This is an optimization exercise on Yosys and OpenROAD, whose aim is small area, a short achievable clock period and few clock cycles, not a production implementation. Only simulation tests tie the RTL to the original design; equivalence was not proved. Power is estimated from default activity; no workload was simulated.

## old
==> flow/design.v <==
module MIPS_pipeline (
    input clk, rst,
    output [31:0] imem_addr,
    input  [31:0] imem_rdata,
    output [31:0] dmem_addr,
    output [31:0] dmem_wdata,
    output dmem_rd_en,
    output dmem_wr_en,
    input  [31:0] dmem_rdata
);
    reg [31:0] pc, ras;
    reg [31:0] e_a, e_b, e_pc4;
    reg [15:0] e_imm;                      
    reg        e_rtop;                     
    reg        e_inv, e_slt, e_jal, e_lw, e_sw, e_we;
    reg        e_beq, e_bne, e_jr, e_pt, e_tok;   
    reg [4:0]  e_rd;
    reg [31:0] m_res, m_wdata;
    reg        m_lw, m_sw, m_we;
    reg [4:0]  m_rd;
    assign dmem_addr  = m_res;
    assign dmem_wdata = m_wdata;
    assign dmem_rd_en = m_lw;
    assign dmem_wr_en = m_sw;
    wire [31:0] m_wb = m_lw ? dmem_rdata : m_res;
    reg  [31:0] rf [1:31];
    wire [31:0] regs [0:31];
    assign regs[0] = 32'd0;
    genvar gi;
    generate
        for (gi = 1; gi < 32; gi = gi + 1) begin : g_rf
            always @(posedge clk)
                if (m_we && m_rd == gi) rf[gi] <= m_wb;
            assign regs[gi] = rf[gi];
        end
    endgenerate
    wire [31:0] x_a   = e_a;
    wire [31:0] e_simm = {{16{e_imm[15]}}, e_imm};
    wire [31:0] x_op2 = e_rtop ? (e_b ^ {32{e_inv}}) : e_simm;
    wire [31:0] x_b   = e_b;
    wire [32:0] sum   = {1'b0, x_a} + {1'b0, x_op2} + {32'd0, e_inv};
    wire        lt    = ~sum[32];               
    wire [31:0] e_res = e_jal ? e_pc4 : e_slt ? {31'd0, lt} : sum[31:0];
    wire eq      = (x_a == x_b);
    wire taken   = e_beq ? eq : ~eq;            
    wire mis_br  = (e_beq | e_bne) & ((taken ^ e_pt) | (taken & ~e_tok));
    wire mis_jr  = e_jr & (x_a != pc);
    wire mis     = mis_br | mis_jr;
    wire [31:0] e_tgt    = e_pc4 + {e_simm[29:0], 2'b00};
    wire [31:0] redirect = e_jr ? x_a : (taken ? e_tgt : e_pc4);
    assign imem_addr = pc;
    wire [31:0] inst = imem_rdata;
    wire [5:0]  op = inst[31:26];
    wire [5:0]  fn = inst[5:0];
    wire [4:0]  rs = inst[25:21];
    wire [4:0]  rt = inst[20:16];
    wire [4:0]  rd = inst[15:11];
    wire [31:0] simm = {{16{inst[15]}}, inst[15:0]};
    wire is_r    = (op == 6'b000000);
    wire f_add   = is_r & (fn == 6'b100000);
    wire f_sub   = is_r & (fn == 6'b100010);
    wire f_sltr  = is_r & (fn == 6'b101010);
    wire f_jr    = is_r & (fn == 6'b001000);
    wire f_addi  = (op == 6'b001000);
    wire f_slti  = (op == 6'b001010);
    wire f_lw    = (op == 6'b100011);
    wire f_sw    = (op == 6'b101011);
    wire f_beq   = (op == 6'b000100);
    wire f_bne   = (op == 6'b000101);
    wire f_j     = (op == 6'b000010);
    wire f_jal   = (op == 6'b000011);
    wire f_br    = f_beq | f_bne;
    wire [4:0] dest = f_jal ? 5'd31 : (is_r ? rd : rt);
    wire f_we    = (f_add | f_sub | f_sltr | f_addi | f_slti | f_lw | f_jal) & (dest != 5'd0);
    wire use_imm = f_addi | f_slti | f_lw | f_sw;
    wire use_rt  = is_r | f_br | f_sw;
    wire fam = e_we & (e_rd == rs);
    wire ftm = e_we & (e_rd == rt);
    wire stall = e_lw & (fam | (ftm & use_rt));
    wire fa  = fam | (m_we & (m_rd == rs));
    wire fb  = ftm | (m_we & (m_rd == rt));
    wire [31:0] bp_a = fam ? e_res : m_wb;
    wire [31:0] bp_b = ftm ? e_res : m_wb;
    wire [31:0] rv_a = fa ? bp_a : regs[rs];
    wire [31:0] rv_b = fb ? bp_b : regs[rt];
    wire [31:0] pc4  = pc + 32'd4;
    wire [3:0]  pc8h = pc[31:28] + {3'd0, &pc[27:3]};
    wire [10:0] blo  = {1'b0, pc[11:2]} + {1'b0, inst[9:0]} + 11'd1;
    wire p_tok = (inst[15:10] == 6'b000000) ? ~blo[10] : (inst[15:10] == 6'b111111) ? blo[10] : 1'b0;
    wire p_pt  = f_br & (f_bne | inst[15]);      
    wire [31:0] pred = f_jr ? ras :
                       (f_j | f_jal) ? {pc8h, inst[25:0], 2'b00} :
                       p_pt ? {pc[31:12], blo[9:0], pc[1:0]} : pc4;
    always @(posedge clk) begin
        e_a   <= rv_a;
        e_b   <= rv_b;
        e_imm <= f_slti ? ~inst[15:0] : inst[15:0];
        e_rtop <= ~use_imm;
        e_pc4 <= pc4;
        e_inv <= f_sub | f_sltr | f_slti;
        e_slt <= f_sltr | f_slti;
        e_jal <= f_jal; e_pt <= p_pt; e_tok <= p_tok;
        e_rd  <= dest;
        m_rd  <= e_rd;
        m_res   <= e_res;
        m_wdata <= x_b;
    end
    always @(posedge clk or posedge rst) begin
        if (rst) begin
            pc <= 32'd0;
            ras <= 32'd0;
            e_lw <= 1'b0; e_sw <= 1'b0; e_we <= 1'b0;
            e_beq <= 1'b0; e_bne <= 1'b0; e_jr <= 1'b0;
            m_lw <= 1'b0; m_sw <= 1'b0; m_we <= 1'b0;
        end else begin
            if (mis)         pc <= redirect;
            else if (!stall) pc <= pred;
            if (f_jal & ~stall) ras <= pc4;
            if (mis | stall) begin
                e_lw <= 1'b0; e_sw <= 1'b0; e_we <= 1'b0;
                e_beq <= 1'b0; e_bne <= 1'b0; e_jr <= 1'b0;
            end else begin
                e_lw <= f_lw; e_sw <= f_sw; e_we <= f_we;
                e_beq <= f_beq; e_bne <= f_bne; e_jr <= f_jr;
            end
            m_lw <= e_lw; m_sw <= e_sw; m_we <= e_we;
        end
    end
endmodule
Settings: LEC_CHECK=0, CAP_MARGIN=20, CORE_MARGIN=2, CORE_UTILIZATION=40, CTS_CLUSTER_DIAMETER=80, CTS_CLUSTER_SIZE=20, SETUP_SLACK_MARGIN=5, SLEW_MARGIN=20, TNS_END_PERCENT=0; clock period 9.5 ns.
standard.sh (not shown) runs the stock make flow with config.mk's settings and CLKGATE_MAP_FILE= SYNTH_SCRIPT=/design/flow/synth_recipe.tcl, a recipe that flattens the netlist after the stock synthesis.
==> flow/flow/run.sh <==
#!/bin/bash
set -euo pipefail
bash standard.sh "BUFFER_PORTS_ARGS=-buffer_cell sky130_fd_sc_hd__buf_4" "SETUP_SLACK_MARGIN=6.2" finish > flow_make.log 2>&1
Testbench counts of old, summed over its fixed seeds: cycles 45,282.
> inputs changed (old -> new)
--- a/flow/design.v
+++ b/flow/design.v
@@ -96,8 +96,9 @@
         e_b   <= rv_b;
         e_imm <= f_slti ? ~inst[15:0] : inst[15:0];
         e_rtop <= ~use_imm;
         e_pc4 <= pc4;
+        if (f_jal & ~stall) ras <= pc4;
         e_inv <= f_sub | f_sltr | f_slti;
         e_slt <= f_sltr | f_slti;
         e_jal <= f_jal; e_pt <= p_pt; e_tok <= p_tok;
         e_rd  <= dest;
@@ -107,16 +108,14 @@
     end
     always @(posedge clk or posedge rst) begin
         if (rst) begin
             pc <= 32'd0;
-            ras <= 32'd0;
             e_lw <= 1'b0; e_sw <= 1'b0; e_we <= 1'b0;
             e_beq <= 1'b0; e_bne <= 1'b0; e_jr <= 1'b0;
             m_lw <= 1'b0; m_sw <= 1'b0; m_we <= 1'b0;
         end else begin
             if (mis)         pc <= redirect;
             else if (!stall) pc <= pred;
-            if (f_jal & ~stall) ras <= pc4;
             if (mis | stall) begin
                 e_lw <= 1'b0; e_sw <= 1'b0; e_we <= 1'b0;
                 e_beq <= 1'b0; e_bne <= 1'b0; e_jr <= 1'b0;
             end else begin
### Flow results
Number of diodes added for antenna fixing, new and old: higher on new. old → new: share of total power consumed by net switching saw a decrease, synthesized cell count saw a decrease, data arrival time of the worst path saw an increase. Final cell count was higher in old than in new. In terms of hold slack, new and old differ only marginally. The met2 layer usage reported by global route of new is lower than that of old. After detailed routing, old needs more wire than new. Comparing new and old, global placement routability congestion is lower on old. A termination of the worst setup path of e_a[1] is what old shows, while e_b[21] belongs to new. new vs. old: register share of total power up 0.8 points, fmax up 1.8 MHz, total power down 0.00042 W, via count down 209.
Testbench counts of new, summed over its fixed seeds: cycles 45,282.

==> re-timing with driven ports <==
No port has a modelled driver above. Below, the same layouts with a new extraction and two added sets of constraints.
Step 1: set_driving_cell puts a clkbuf_16 on clk and a buf_2 on each other input, an assumption about the parent block.
Step 2 also shifts input and output timing later by t, the mid clock arrival at the registers, as if the neighbouring blocks saw the same clock.
Three values: ideal, step 1, step 2; two values: the first two.
run	t (ns)	slack for setup (ns)	hold slack, ns	worst setup path at the end	worst data-port slew with drivers (ns)
old	0.824	5.610 / 5.618 / 4.795	0.352 / 0.352 / 0.352	input to register	0.12
new	0.775	5.638 / 5.549 / 4.774	0.353 / 0.353 / 0.353	input to register	0.34
After both steps every run listed still meets setup and hold. The setup slack of new, which loses most, moves by -0.089 ns with the drivers and by -0.864 ns with both steps.
